This is an optimization exercise on Yosys and OpenROAD, whose aim is small area, a short achievable clock period and few clock cycles, not a production implementation.

==> flow/design.v <==
module cordic_core (
    input  wire         clk,
    input  wire         rst,
    input  wire         bus_write,
    input  wire         bus_read,
    input  wire [5:0]   addr,
    input  wire [31:0]  wdata,
    output reg  [31:0]  rdata,
    output reg          done
);
    wire d0 = ~wdata[31];
    wire d1 = d0 ? ($signed(wdata) >= 32'sd536870912) : ($signed(wdata) >= -32'sd536870912);
    wire [31:0] pm = ({d1, d0} == 2'd0) ? 32'd3441162979 : ({d1, d0} == 2'd1) ? 32'd219937507 : ({d1, d0} == 2'd2) ? 32'd4075029789 : 32'd853804317;
    wire [15:0] xm = ({d1, d0} == 2'd0) ? 16'h26d9 : ({d1, d0} == 2'd1) ? 16'h748b : ({d1, d0} == 2'd2) ? 16'h748b : 16'h26d9;
    wire [15:0] ym = ({d1, d0} == 2'd0) ? 16'h8b75 : ({d1, d0} == 2'd1) ? 16'h26d9 : ({d1, d0} == 2'd2) ? 16'hd927 : 16'h748b;
    wire [31:0] zm = wdata - pm;
    reg [15:0] xr, yr;
    reg [31:0] zr;
    reg [2:0]  cnt;       
    reg        busy;
    wire e0 = ~zr[31];
    reg [31:0] tp;
    always @(*) begin
        case (cnt)
            3'd0: tp = 32'd167458907;
            3'd1: tp = 32'd42667331;
            3'd2: tp = 32'd10679838;
            3'd3: tp = 32'd2670163;
            3'd4: tp = 32'd667544;
            3'd5: tp = 32'd166886;
            3'd6: tp = 32'd41721;
            default: tp = 32'd0;
        endcase
    end
    reg [31:0] tn;
    always @(*) begin
        case (cnt)
            3'd0: tn = 32'd4127508389;
            3'd1: tn = 32'd4252299965;
            3'd2: tn = 32'd4284287458;
            3'd3: tn = 32'd4292297133;
            3'd4: tn = 32'd4294299752;
            3'd5: tn = 32'd4294800410;
            3'd6: tn = 32'd4294925575;
            default: tn = 32'd0;
        endcase
    end
    wire e1 = e0 ? ($signed(zr) >= $signed(tp)) : ($signed(zr) >= $signed(tn));
    reg [31:0] zp;
    always @(*) begin
        case ({cnt, e1, e0})
            5'd0: zp = 32'd4042503633;
            5'd1: zp = 32'd82454151;
            5'd2: zp = 32'd4212513145;
            5'd3: zp = 32'd252463663;
            5'd4: zp = 32'd4230945500;
            5'd5: zp = 32'd21312866;
            5'd6: zp = 32'd4273654430;
            5'd7: zp = 32'd64021796;
            5'd8: zp = 32'd4278947213;
            5'd9: zp = 32'd5339593;
            5'd10: zp = 32'd4289627703;
            5'd11: zp = 32'd16020083;
            5'd12: zp = 32'd4290962047;
            5'd13: zp = 32'd1335077;
            5'd14: zp = 32'd4293632219;
            5'd15: zp = 32'd4005249;
            5'd16: zp = 32'd4293965980;
            5'd17: zp = 32'd333772;
            5'd18: zp = 32'd4294633524;
            5'd19: zp = 32'd1001316;
            5'd20: zp = 32'd4294716967;
            5'd21: zp = 32'd83443;
            5'd22: zp = 32'd4294883853;
            5'd23: zp = 32'd250329;
            5'd24: zp = 32'd4294904715;
            5'd25: zp = 32'd20861;
            5'd26: zp = 32'd4294946435;
            5'd27: zp = 32'd62581;
            default: zp = 32'd0;
        endcase
    end
    wire [31:0] zn = zr - zp;
    reg [15:0] sx0;
    always @(*) begin
        case (cnt)
            3'd0: sx0 = $signed(xr) >>> 2;
            3'd1: sx0 = $signed(xr) >>> 4;
            3'd2: sx0 = $signed(xr) >>> 6;
            3'd3: sx0 = $signed(xr) >>> 8;
            3'd4: sx0 = $signed(xr) >>> 10;
            3'd5: sx0 = $signed(xr) >>> 12;
            3'd6: sx0 = $signed(xr) >>> 14;
            default: sx0 = 16'd0;
        endcase
    end
    reg [15:0] sy0;
    always @(*) begin
        case (cnt)
            3'd0: sy0 = $signed(yr) >>> 2;
            3'd1: sy0 = $signed(yr) >>> 4;
            3'd2: sy0 = $signed(yr) >>> 6;
            3'd3: sy0 = $signed(yr) >>> 8;
            3'd4: sy0 = $signed(yr) >>> 10;
            3'd5: sy0 = $signed(yr) >>> 12;
            3'd6: sy0 = $signed(yr) >>> 14;
            default: sy0 = 16'd0;
        endcase
    end
    reg [15:0] sx1;
    always @(*) begin
        case (cnt)
            3'd0: sx1 = $signed(xr) >>> 3;
            3'd1: sx1 = $signed(xr) >>> 5;
            3'd2: sx1 = $signed(xr) >>> 7;
            3'd3: sx1 = $signed(xr) >>> 9;
            3'd4: sx1 = $signed(xr) >>> 11;
            3'd5: sx1 = $signed(xr) >>> 13;
            3'd6: sx1 = $signed(xr) >>> 15;
            default: sx1 = 16'd0;
        endcase
    end
    reg [15:0] sy1;
    always @(*) begin
        case (cnt)
            3'd0: sy1 = $signed(yr) >>> 3;
            3'd1: sy1 = $signed(yr) >>> 5;
            3'd2: sy1 = $signed(yr) >>> 7;
            3'd3: sy1 = $signed(yr) >>> 9;
            3'd4: sy1 = $signed(yr) >>> 11;
            3'd5: sy1 = $signed(yr) >>> 13;
            3'd6: sy1 = $signed(yr) >>> 15;
            default: sy1 = 16'd0;
        endcase
    end
    reg [15:0] sx2;
    always @(*) begin
        case (cnt)
            3'd0: sx2 = $signed(xr) >>> 5;
            3'd1: sx2 = $signed(xr) >>> 9;
            3'd2: sx2 = $signed(xr) >>> 13;
            3'd3: sx2 = $signed(xr) >>> 15;
            3'd4: sx2 = $signed(xr) >>> 15;
            3'd5: sx2 = $signed(xr) >>> 15;
            3'd6: sx2 = $signed(xr) >>> 15;
            default: sx2 = 16'd0;
        endcase
    end
    reg [15:0] sy2;
    always @(*) begin
        case (cnt)
            3'd0: sy2 = $signed(yr) >>> 5;
            3'd1: sy2 = $signed(yr) >>> 9;
            3'd2: sy2 = $signed(yr) >>> 13;
            3'd3: sy2 = $signed(yr) >>> 15;
            3'd4: sy2 = $signed(yr) >>> 15;
            3'd5: sy2 = $signed(yr) >>> 15;
            3'd6: sy2 = $signed(yr) >>> 15;
            default: sy2 = 16'd0;
        endcase
    end
    reg [15:0] lm;
    always @(*) begin
        case (cnt)
            3'd0: lm = 16'h0007;
            3'd1: lm = 16'h001f;
            3'd2: lm = 16'h007f;
            3'd3: lm = 16'h01ff;
            3'd4: lm = 16'h07ff;
            3'd5: lm = 16'h1fff;
            3'd6: lm = 16'h7fff;
            default: lm = 16'd0;
        endcase
    end
    wire [15:0] m0 = {16{e0}}, m1 = {16{e1}};
    wire [15:0] vx = sy0 ^ m0;           
    wire [15:0] vy = sx0 ^ ~m0;          
    wire [16:0] lx = {1'b0, xr & lm} + {1'b0, vx & lm} + {16'b0, e0};
    wire [16:0] ly = {1'b0, yr & lm} + {1'b0, vy & lm} + {16'b0, ~e0};
    reg [0:0] cx;
    always @(*) begin
        case (cnt)
            3'd0: cx = lx[3];
            3'd1: cx = lx[5];
            3'd2: cx = lx[7];
            3'd3: cx = lx[9];
            3'd4: cx = lx[11];
            3'd5: cx = lx[13];
            3'd6: cx = lx[15];
            default: cx = 1'd0;
        endcase
    end
    reg [0:0] cy;
    always @(*) begin
        case (cnt)
            3'd0: cy = ly[3];
            3'd1: cy = ly[5];
            3'd2: cy = ly[7];
            3'd3: cy = ly[9];
            3'd4: cy = ly[11];
            3'd5: cy = ly[13];
            3'd6: cy = ly[15];
            default: cy = 1'd0;
        endcase
    end
    wire [15:0] ax = sy1 ^ m1, bx = sx2 ^ ~m0 ^ m1;
    wire [15:0] ay = sx1 ^ ~m1, by = sy2 ^ m0 ^ ~m1;
    wire [15:0] xs1 = xr ^ vx ^ ax;
    wire [15:0] xc1 = {(xr[14:0] & vx[14:0]) | (xr[14:0] & ax[14:0]) | (vx[14:0] & ax[14:0]), e0};
    wire [15:0] xs2 = xs1 ^ xc1 ^ bx;
    wire [15:0] xc2 = {(xs1[14:0] & xc1[14:0]) | (xs1[14:0] & bx[14:0]) | (xc1[14:0] & bx[14:0]), e1};
    wire xci = cy ^ e1;
    wire [16:0] xt = {xs2, xci} + {xc2, xci};
    wire [15:0] xn = xt[16:1];
    wire [15:0] ys1 = yr ^ vy ^ ay;
    wire [15:0] yc1 = {(yr[14:0] & vy[14:0]) | (yr[14:0] & ay[14:0]) | (vy[14:0] & ay[14:0]), ~e0};
    wire [15:0] ys2 = ys1 ^ yc1 ^ by;
    wire [15:0] yc2 = {(ys1[14:0] & yc1[14:0]) | (ys1[14:0] & by[14:0]) | (yc1[14:0] & by[14:0]), ~e1};
    wire yci = cx ^ ~e1;
    wire [16:0] yt = {ys2, yci} + {yc2, yci};
    wire [15:0] yn = yt[16:1];
    wire start = bus_write && (addr == 6'h04);
    always @(posedge clk) begin
        if (start) begin
            xr <= xm; yr <= ym; zr <= zm; cnt <= 3'd0;
        end else if (busy) begin
            xr <= xn; yr <= yn; zr <= zn; cnt <= cnt + 3'd1;
        end
    end
    always @(posedge clk) begin
        if (rst) begin
            busy <= 1'b0; done <= 1'b0;
        end else if (start) begin
            busy <= 1'b1; done <= 1'b0;
        end else if (busy) begin
            if (cnt == 3'd6) begin busy <= 1'b0; done <= 1'b1; end
        end else begin
            done <= done & bus_write;
        end
    end
    wire sel_xy = ~addr[5] & ~addr[4] & addr[3] & ~addr[1] & ~addr[0];
    wire sel_ct = ~addr[5] & ~addr[4] & ~addr[3] & ~addr[2] & ~addr[1] & ~addr[0];
    wire [15:0] rv = addr[2] ? yr : xr;
    always @(*) begin
        rdata = {{16{sel_xy & rv[15]}}, {16{sel_xy}} & rv};
        rdata[0] = (sel_xy & rv[0]) | (sel_ct & done);
    end
endmodule
export LEC_CHECK = 0
export ABC_AREA = 1
export CAP_MARGIN = 20
export CORE_MARGIN = 2
export CORE_UTILIZATION = 40
export SETUP_SLACK_MARGIN = 5.0
export SLEW_MARGIN = 20
create_clock -name core_clock -period 10.0 [get_ports {clk}]
run.sh (not shown) runs the stock make flow with config.mk's settings and CLKGATE_MAP_FILE= SYNTH_SCRIPT=/design/flow/synth_recipe.tcl, a recipe that flattens the netlist after the stock synthesis.
The baseline completed with no timing, DRC or antenna violations.
Next try:
- ABC_AREA: 1 -> unset
Outcome: Wire length falls by 3.2%; critical path depth falls by 9; clock skew stays flat; area after synthesis falls by 1.8%; global-route usage falls by 1.7 points; maximum frequency falls by 11%; setup slack is worse by 0.74 ns; sequential cell count does not change; first-iteration DRC count rises by 11%.
Function was not checked in any run of this note: the RTL went through the layout flow alone.

-- port drivers added, routing unchanged --
In the flow no input, the clock included, has a driving cell. The finished layouts below were timed again as built, in two steps.
Step 1 assumes that a clkbuf_16 drives the clock port and a buf_2 every other input.
Step 2, shift: input delay + t, output delay - t, t = (earliest + latest rising clock arrival at the registers) / 2. This alone moves slack from input paths to output paths.
Slacks: no drivers / after step 1 / after step 2; pairs: no drivers / after step 1.
run	shift t [ns]	setup slack, ns	worst setup path at the end	worst data-port slew with drivers (ns)
the first run	0.411	3.887 / 3.887 / 3.612	input to register	0.05
the second run	0.424	3.142 / 3.142 / 3.012	input to register	0.05
After both steps setup and hold are still met in every run listed. For the first run, which loses most, drivers alone change the setup slack by 0.000 ns; drivers and shift together by -0.275 ns.
